Source: an optimization exercise on an open RTL-to-GDS flow (aim: small area, a short achievable clock period and few clock cycles per item). Production flows keep margins and buffers that such runs may drop. Function was checked by simulation only, so behaviour that the tests miss may differ from the original. Power and IR drop assume default switching activity.

## run 1
==> flow/design.v (excerpt) <==
module booth_multiplier #(
  parameter MUL_WIDTH = 32
) (
  input                        clk,
  input                        rst_n,
  input                        start,
  input                        sign,
  input      [  MUL_WIDTH-1:0] data_in1,
  input      [  MUL_WIDTH-1:0] data_in2,
  output     [2*MUL_WIDTH-1:0] data_out,
  output reg                   ready
);
For scale: about 180 flip-flops, roughly 130 I/O pins, roughly 0.021 mm^2 of cells after synthesis.
==> flow/config.mk <==
export PLATFORM = sky130hd
export DESIGN_NAME = booth_multiplier
export DESIGN_NICKNAME = booth_multiplier
export VERILOG_FILES = /design/flow/design.v
export SDC_FILE = /design/flow/constraint.sdc
export NUM_CORES = 4
export LEC_CHECK = 0
export CAP_MARGIN = 20
export CORE_MARGIN = 2
export CORE_UTILIZATION = 60
export SETUP_SLACK_MARGIN = 0.6
export SLEW_MARGIN = 20
==> flow/constraint.sdc <==
create_clock -name core_clock -period 5.0 [get_ports {clk}]
set_input_delay 1.0000 -clock core_clock [delete_from_list [all_inputs] [get_ports {clk}]]
set_output_delay 1.0000 -clock core_clock [all_outputs]
set_load 0.01 [all_outputs]
standard.sh (not shown) runs the stock make flow with config.mk's settings and CLKGATE_MAP_FILE= SYNTH_SCRIPT=/design/flow/synth_recipe.tcl, a recipe that flattens the netlist after the stock synthesis.
==> flow/flow/run.sh <==
#!/bin/bash
# Own layout flow: the standard layout (standard.sh) with two changes.
#  1. Synthesis: Yosys's synth is also given -noabc, which drops the generic
#     "abc -fast" pass that runs before ORFS's full-adder extraction, so
#     extract_fa sees the design's full adders as written and maps them
#     without polarity inverters around the adder cells.  fsm and share are
#     still skipped, the design is flattened and renamed the same way, and ABC
#     still maps the remaining logic after adder extraction.
#  2. Port buffers: every input and output port still gets a buffer, but a
#     plain sky130_fd_sc_hd__buf_2 instead of the slow clkdlybuf4s50_1 that
#     buffer_ports picks by default.
# Each tool's output goes to flow.log here and to ORFS's own logs under orfs/logs.
set -euo pipefail
sed 's/yosys synth -nofsm -noshare /yosys synth -nofsm -noshare -noabc /' synth_recipe.tcl > own_synth.tcl
grep -q -- '-noabc' own_synth.tcl
sed -e 's#synth_recipe\.tcl#own_synth.tcl#g' \
    -e "s#CLKGATE_MAP_FILE= #CLKGATE_MAP_FILE= 'BUFFER_PORTS_ARGS=-buffer_cell sky130_fd_sc_hd__buf_2' #" \
    standard.sh > own_standard.sh
grep -q 'own_synth\.tcl' own_standard.sh
grep -q 'BUFFER_PORTS_ARGS' own_standard.sh
bash own_standard.sh > flow.log 2>&1
In summary, run 1 completed successfully, with a layout that passed the timing, DRC and antenna checks.
Testbench counts of run 1, summed over its fixed seeds: cycles 6,408, items 3,200.
--- input diff run 1..run 2 ---
# run 1
export LEC_CHECK = 0
export CAP_MARGIN = 20
export CORE_MARGIN = 2
export CORE_UTILIZATION = 60
export SETUP_SLACK_MARGIN = 0.6
export SLEW_MARGIN = 20
create_clock -name core_clock -period 5.0 [get_ports {clk}]
# run 2
export LEC_CHECK = 0
export CAP_MARGIN = 20
export CORE_MARGIN = 2
export CORE_UTILIZATION = 55
export GPL_TIMING_DRIVEN = 0
export SETUP_SLACK_MARGIN = 0.6
export SLEW_MARGIN = 20
create_clock -name core_clock -period 5.0 [get_ports {clk}]
Routed length per instance, run 2 vs run 1: up by more than 10%. Number of instances in the synthesized netlist: run 2 vs run 1 — no meaningful difference. The run showing the smaller placeable core area is run 1. Diff run 1 -> run 2 | number of vias per cell after detailed routing | up slightly. Width of the die for run 2 is higher than for run 1.

========
Starting RTL as in the previous note.
clock: 5.0 ns
lec_check: 0
cap_margin: 20
core_margin: 2
core_utilization: 55
setup_slack_margin: 0.6
slew_margin: 20
==> flow/flow/run.sh <==
#!/bin/bash
# Own layout flow: the standard layout (standard.sh) with two changes.
#  1. Synthesis: Yosys's synth is also given -noabc, which drops the generic
#     "abc -fast" pass that runs before ORFS's full-adder extraction, so
#     extract_fa sees the design's full adders as written and maps them
#     without polarity inverters around the adder cells.  fsm and share are
#     still skipped, the design is flattened and renamed the same way, and ABC
#     still maps the remaining logic after adder extraction.
#  2. Port buffers: every input and output port still gets a buffer, but a
#     plain sky130_fd_sc_hd__buf_1 instead of the slow clkdlybuf4s50_1 that
#     buffer_ports picks by default.
# Each tool's output goes to flow.log here and to ORFS's own logs under orfs/logs.
set -euo pipefail
sed 's/yosys synth -nofsm -noshare /yosys synth -nofsm -noshare -noabc /' synth_recipe.tcl > own_synth.tcl
grep -q -- '-noabc' own_synth.tcl
sed -e 's#synth_recipe\.tcl#own_synth.tcl#g' \
    -e "s#CLKGATE_MAP_FILE= #CLKGATE_MAP_FILE= 'BUFFER_PORTS_ARGS=-buffer_cell sky130_fd_sc_hd__buf_1' #" \
    standard.sh > own_standard.sh
grep -q 'own_synth\.tcl' own_standard.sh
grep -q 'BUFFER_PORTS_ARGS' own_standard.sh
bash own_standard.sh > flow.log 2>&1
Testbench counts at the start, summed over its fixed seeds: cycles 6,408, items 3,200.
==> next run, changes <==
--- a/flow/flow/run.sh
+++ b/flow/flow/run.sh
@@ -10 +10 @@
-#     plain sky130_fd_sc_hd__buf_1 instead of the slow clkdlybuf4s50_1 that
+#     plain sky130_fd_sc_hd__buf_2 instead of the slow clkdlybuf4s50_1 that
@@ -17 +17 @@
-    -e "s#CLKGATE_MAP_FILE= #CLKGATE_MAP_FILE= 'BUFFER_PORTS_ARGS=-buffer_cell sky130_fd_sc_hd__buf_1' #" \
+    -e "s#CLKGATE_MAP_FILE= #CLKGATE_MAP_FILE= 'BUFFER_PORTS_ARGS=-buffer_cell sky130_fd_sc_hd__buf_2' #" \
CORE_UTILIZATION = 40   (was 55)
SETUP_SLACK_MARGIN = 0.3   (was 0.6)
Clock skew is about the same.
Cell area drops by 2.6%.
Power drops by 3.8%.
Critical path depth drops by 5.
Non-clock buffer count drops by 48.
Utilization drops by 18 points.
Area after synthesis does not change.
Synthesized cell count does not change.
Die area climbs by 37%.
Combinational power drops by about 4%.
Routed wire length drops by 0.32%.
==> next run, changes <==
CORE_UTILIZATION = 55   (was 40)
SETUP_SLACK_MARGIN = 0.6   (was 0.3)
TNS_END_PERCENT = 100   (was unset)
Effect: The changed run finished with timing, DRC and antenna clean. Non-clock buffer count grows by 32. Worst setup slack gains 240 ps. Design area grows by 1.6%.
==> next run, changes <==
CORE_UTILIZATION = 40   (was 55)
TNS_END_PERCENT = unset   (was 100)
Result: The changed run passed the timing, DRC and antenna checks; non-clock buffer count is lower by 7; global-route usage is lower by 9.1 points; synthesized area is unchanged; final cell count is higher by about 6.5%; power is higher by about 0.5%.

==> what the ideal ports hide <==
In the flow no input, the clock included, has a driving cell. The finished layouts below were timed again as built, in two steps. Step 1 (the two cells are an assumption about what drives the block):
set clk [get_ports {clk}]
set_driving_cell -lib_cell sky130_fd_sc_hd__clkbuf_16 $clk
set_driving_cell -lib_cell sky130_fd_sc_hd__buf_2 [delete_from_list [all_inputs] $clk]
Step 2 moves the port delays by t, midway between the first and last clock arrival at a register: inputs arrive t later, outputs are due t later. That takes back most of the time a late clock gives input paths. a / b / c = ideal ports / drivers / drivers and shift; a / b = the first two.
run	shift t [ns]	slack for setup (ns)	hold WS [ns]	worst slew at a driven data input, ns
run 1	0.522	0.617 / 0.596 / 0.129	0.438 / 0.438 / 0.438	0.04
run 2	0.538	0.589 / 0.529 / 0.094	0.631 / 0.625 / 0.631	0.05
the first run of note 2	0.526	0.644 / 0.603 / 0.148	0.446 / 0.446 / 0.446	0.04
the second run of note 2	0.550	0.436 / 0.403 / 0.069	0.409 / 0.409 / 0.409	0.06
the third run of note 2	0.520	0.676 / 0.619 / 0.193	0.457 / 0.457 / 0.457	0.04
the fourth run of note 2	0.554	0.616 / 0.555 / 0.148	0.455 / 0.455 / 0.455	0.05
After both steps every run listed still meets setup and hold. The setup slack of the first run of note 2, which loses most, moves by -0.041 ns with the drivers and by -0.496 ns with both steps.
